Source: an optimization exercise on an open RTL-to-GDS flow (aim: small area, a short achievable clock period and few clock cycles). Production flows keep margins and buffers that such runs may drop.
RTL that was checked went through simulation tests only; none was proved equivalent to the original.
No activity file was given, so power comes from the tool's default toggle rates.

// cpu_pipeline
module cpu_pipeline(
    input wire clk,
    input wire rst_n,
    output wire ibus_req,
    output wire [(32-1):0] ibus_addr,
    input wire [(32-1):0] ibus_rdata,
    input wire ibus_ready,
    output wire dbus_req,
    output wire dbus_we,
    output wire [(32-1):0] dbus_addr,
    output wire [(32-1):0] dbus_wdata,
    output wire [1:0] dbus_size,
    input wire [(32-1):0] dbus_rdata,
    input wire dbus_ready
);
    reg ex_valid;
    reg [31:0] ex_rs1;
    reg [31:0] ex_b;     
    reg ex_sub;
    reg [31:0] ex_imm;
    reg [4:0] ex_rd;
    reg [2:0] ex_f3;
    reg ex_f7;           
    reg ex_wr;           
    reg ex_lui, ex_auipc, ex_jal, ex_jalr, ex_br, ex_ld, ex_st;
    reg [31:2] fetch_q;
    wire [31:2] seq_pc = fetch_q + {29'd0, ex_valid};
    wire [31:0] wb_data;
    wire redirect;
    wire [31:0] target;
    wire ex_mem = ex_ld | ex_st;
    wire replay = ex_valid & ex_mem & ~dbus_ready;
    wire accept = ibus_ready & ~replay;
    wire [31:2] fetch_pc = redirect ? target[31:2] : seq_pc;
    assign ibus_addr = {fetch_pc, 2'b00};
    assign ibus_req = ~replay;
    always @(posedge clk or negedge rst_n) begin
        if (!rst_n)
            fetch_q <= 30'd0;
        else if (!replay)
            fetch_q <= fetch_pc;
    end
    wire [31:0] inst = ibus_rdata;
    wire [6:0] opc = inst[6:0];
    wire d_lui   = (opc == 7'b0110111);
    wire d_auipc = (opc == 7'b0010111);
    wire d_jal   = (opc == 7'b1101111);
    wire d_jalr  = (opc == 7'b1100111);
    wire d_br    = (opc == 7'b1100011);
    wire d_ld    = (opc == 7'b0000011);
    wire d_st    = (opc == 7'b0100011);
    wire d_opimm = (opc == 7'b0010011);
  ...
Size in the first run: about 56000 µm² of cells after synthesis.
Settings: LEC_CHECK=0, CAP_MARGIN=30, CORE_MARGIN=2, CORE_UTILIZATION=40, SETUP_SLACK_MARGIN=3.0, SLEW_MARGIN=20, SYNTH_HIERARCHICAL=1, SYNTH_MINIMUM_KEEP_SIZE=0; clock period 8.0 ns.
run.sh (not shown) runs the stock make flow with config.mk's settings and CLKGATE_MAP_FILE= SYNTH_SCRIPT=/design/flow/synth_recipe.tcl, a recipe that flattens the netlist after the stock synthesis.
Testbench counts at the start, summed over its fixed seeds: cycles 77,558.
Next try:
--- a/flow/design.v
+++ b/flow/design.v
@@ -26,42 +26,41 @@
             end
         end
     end endgenerate
     assign c = gl[6];
 endmodule
 module add32(
     input wire [31:0] a,
     input wire [31:0] b,
     input wire cin,
     output wire [31:0] sum,
-    output wire cout,
-    output wire [31:0] p,     
-    output wire [31:0] g      
+    output wire cout
 );
+    wire [31:0] p, g;
     wire [32:0] c;
     add_xor32 px(.a(a), .b(b), .y(p));
     add_and32 gx(.a(a), .b(b), .y(g));
     add_carry32 cy(.g(g), .p(p), .cin(cin), .c(c));
     add_xor32 sx(.a(p), .b(c[31:0]), .y(sum));
     assign cout = c[32];
 endmodule
 module ex_alu(
     input wire [(32-1):0] a,
     input wire [(32-1):0] b,
     input wire [2:0] funct3,
     input wire sub,           
     input wire arith,         
     output wire [(32-1):0] result
 );
-    wire [31:0] sum, x, n;
+    wire [31:0] sum;
     wire cout;
-    add32 add(.a(a), .b(b), .cin(sub), .sum(sum), .cout(cout), .p(x), .g(n));
+    add32 add(.a(a), .b(b), .cin(sub), .sum(sum), .cout(cout));
     wire lt_u = ~cout;
     wire lt_s = (a[31] ^ b[31]) ? sum[31] : a[31];
     wire left = (funct3 == 3'b001);
     reg [31:0] a_rev;
     integer i;
     always @(*) begin
         for (i = 0; i < 32; i = i + 1) a_rev[i] = a[31 - i];
     end
     wire [31:0] sh_in = left ? a_rev : a;
     wire [32:0] sh_ext = {arith & ~left & a[31], sh_in};
@@ -70,24 +69,24 @@
     always @(*) begin
         for (i = 0; i < 32; i = i + 1) sh_rev[i] = sh_out[31 - i];
     end
     reg [31:0] r;
     always @(*) begin
         case (funct3)
             3'b000: r = sum;
             3'b001: r = sh_rev;
             3'b010: r = {31'd0, lt_s};
             3'b011: r = {31'd0, lt_u};
-            3'b100: r = x;
+            3'b100: r = a ^ b;
             3'b101: r = sh_out[31:0];
-            3'b110: r = x | n;
-            default: r = n;
+            3'b110: r = a | b;
+            default: r = a & b;
         endcase
     end
     assign result = r;
 endmodule
 module br_eqv(input wire [31:0] a, input wire [31:0] b, output wire [31:0] y);
     assign y = ~(a ^ b);
 endmodule
 module br_tree(
     input wire [31:0] a,
     input wire [31:0] b,
@@ -213,35 +212,41 @@
     reg [31:0] ex_rs1;
     reg [31:0] ex_b;     
     reg ex_sub;
     reg [31:0] ex_imm;
     reg [4:0] ex_rd;
     reg [2:0] ex_f3;
     reg ex_f7;           
     reg ex_wr;           
     reg ex_lui, ex_auipc, ex_jal, ex_jalr, ex_br, ex_ld, ex_st;
     reg [31:2] fetch_q;
-    wire [31:2] seq_pc = fetch_q + {29'd0, ex_valid};
+    reg fetch_inc;
+    wire [31:2] seq_pc = fetch_q + {29'd0, fetch_inc};
     wire [31:0] wb_data;
     wire redirect;
     wire [31:0] target;
     wire ex_mem = ex_ld | ex_st;
     wire replay = ex_valid & ex_mem & ~dbus_ready;
     wire accept = ibus_ready & ~replay;
     wire [31:2] fetch_pc = redirect ? target[31:2] : seq_pc;
     assign ibus_addr = {fetch_pc, 2'b00};
     assign ibus_req = ~replay;
     always @(posedge clk or negedge rst_n) begin
-        if (!rst_n)
+        if (!rst_n) begin
             fetch_q <= 30'd0;
-        else if (!replay)
-            fetch_q <= fetch_pc;
+            fetch_inc <= 1'b0;
+        end
+        else begin
+            if (!replay)
+                fetch_q <= fetch_pc;
+            fetch_inc <= accept;
+        end
     end
     wire [31:0] inst = ibus_rdata;
     wire [6:0] opc = inst[6:0];
     wire d_lui   = (opc == 7'b0110111);
     wire d_auipc = (opc == 7'b0010111);
     wire d_jal   = (opc == 7'b1101111);
     wire d_jalr  = (opc == 7'b1100111);
     wire d_br    = (opc == 7'b1100011);
     wire d_ld    = (opc == 7'b0000011);
     wire d_st    = (opc == 7'b0100011);
@@ -303,23 +308,23 @@
     wire [31:0] alu_out;
     ex_alu alu(
         .a(ex_rs1),
         .b(ex_b),
         .funct3(ex_f3),
         .sub(ex_sub),
         .arith(ex_f7),
         .result(alu_out)
     );
     wire [31:0] pc_rel;
-    add32 pc_add(.a({fetch_q, 2'b00}), .b(ex_imm), .cin(1'b0), .sum(pc_rel), .cout(), .p(), .g());
+    add32 pc_add(.a({fetch_q, 2'b00}), .b(ex_imm), .cin(1'b0), .sum(pc_rel), .cout());
     wire [31:0] rs_rel;
-    add32 rs_add(.a(ex_rs1), .b(ex_imm), .cin(1'b0), .sum(rs_rel), .cout(), .p(), .g());
+    add32 rs_add(.a(ex_rs1), .b(ex_imm), .cin(1'b0), .sum(rs_rel), .cout());
     wire br_taken;
     ex_branch ex_branch(
         .a(ex_rs1),
         .b(ex_b),
         .funct3(ex_f3),
         .taken(br_taken)
     );
     assign redirect = ex_valid & (ex_jal | ex_jalr | (ex_br & br_taken));
     assign target = ex_jalr ? rs_rel : pc_rel;
     wire [31:0] ld_data;
Outcome: Die area is higher slightly. Global-route usage falls by 0.23 points. Non-clock buffer count shrinks by 54. Clock power grows by a few percent. Utilization falls by 1.2 points. Maximum frequency drops by a few percent. Sequential power is about the same. Register-to-register slack improves by 0.14 ns. Count of clock-buffer cells in the layout shrinks by 2. Total power is about the same. Clock skew shrinks by 0.036 ns.
Only the layout flow was run in the second run of this note; the RTL was not checked for function there.

port drivers added, routing unchanged:
The results above use ideal ports. As a check the final layouts listed here were re-extracted and re-timed, cells and wires unchanged. Step 1 assumes that a clkbuf_16 drives the clock port and a buf_2 every other input. Step 2 times the ports against the registers' clock, not the clock port: input delays grow and output delays shrink by t, the midpoint of the rising clock arrivals with the driver on. Three values: ideal, step 1, step 2; two values: the first two.
run	t, ns	setup slack, ns	worst slew at a driven data input, ns	cell pins on the clock port's net
the first run	0.861	2.430 / 2.347 / 1.949	0.13	1
the second run	0.851	2.165 / 2.076 / 2.021	0.11	1
After both steps setup and hold are still met in every run listed. The setup slack of the first run, which loses most, moves by -0.083 ns with the drivers and by -0.481 ns with both steps.
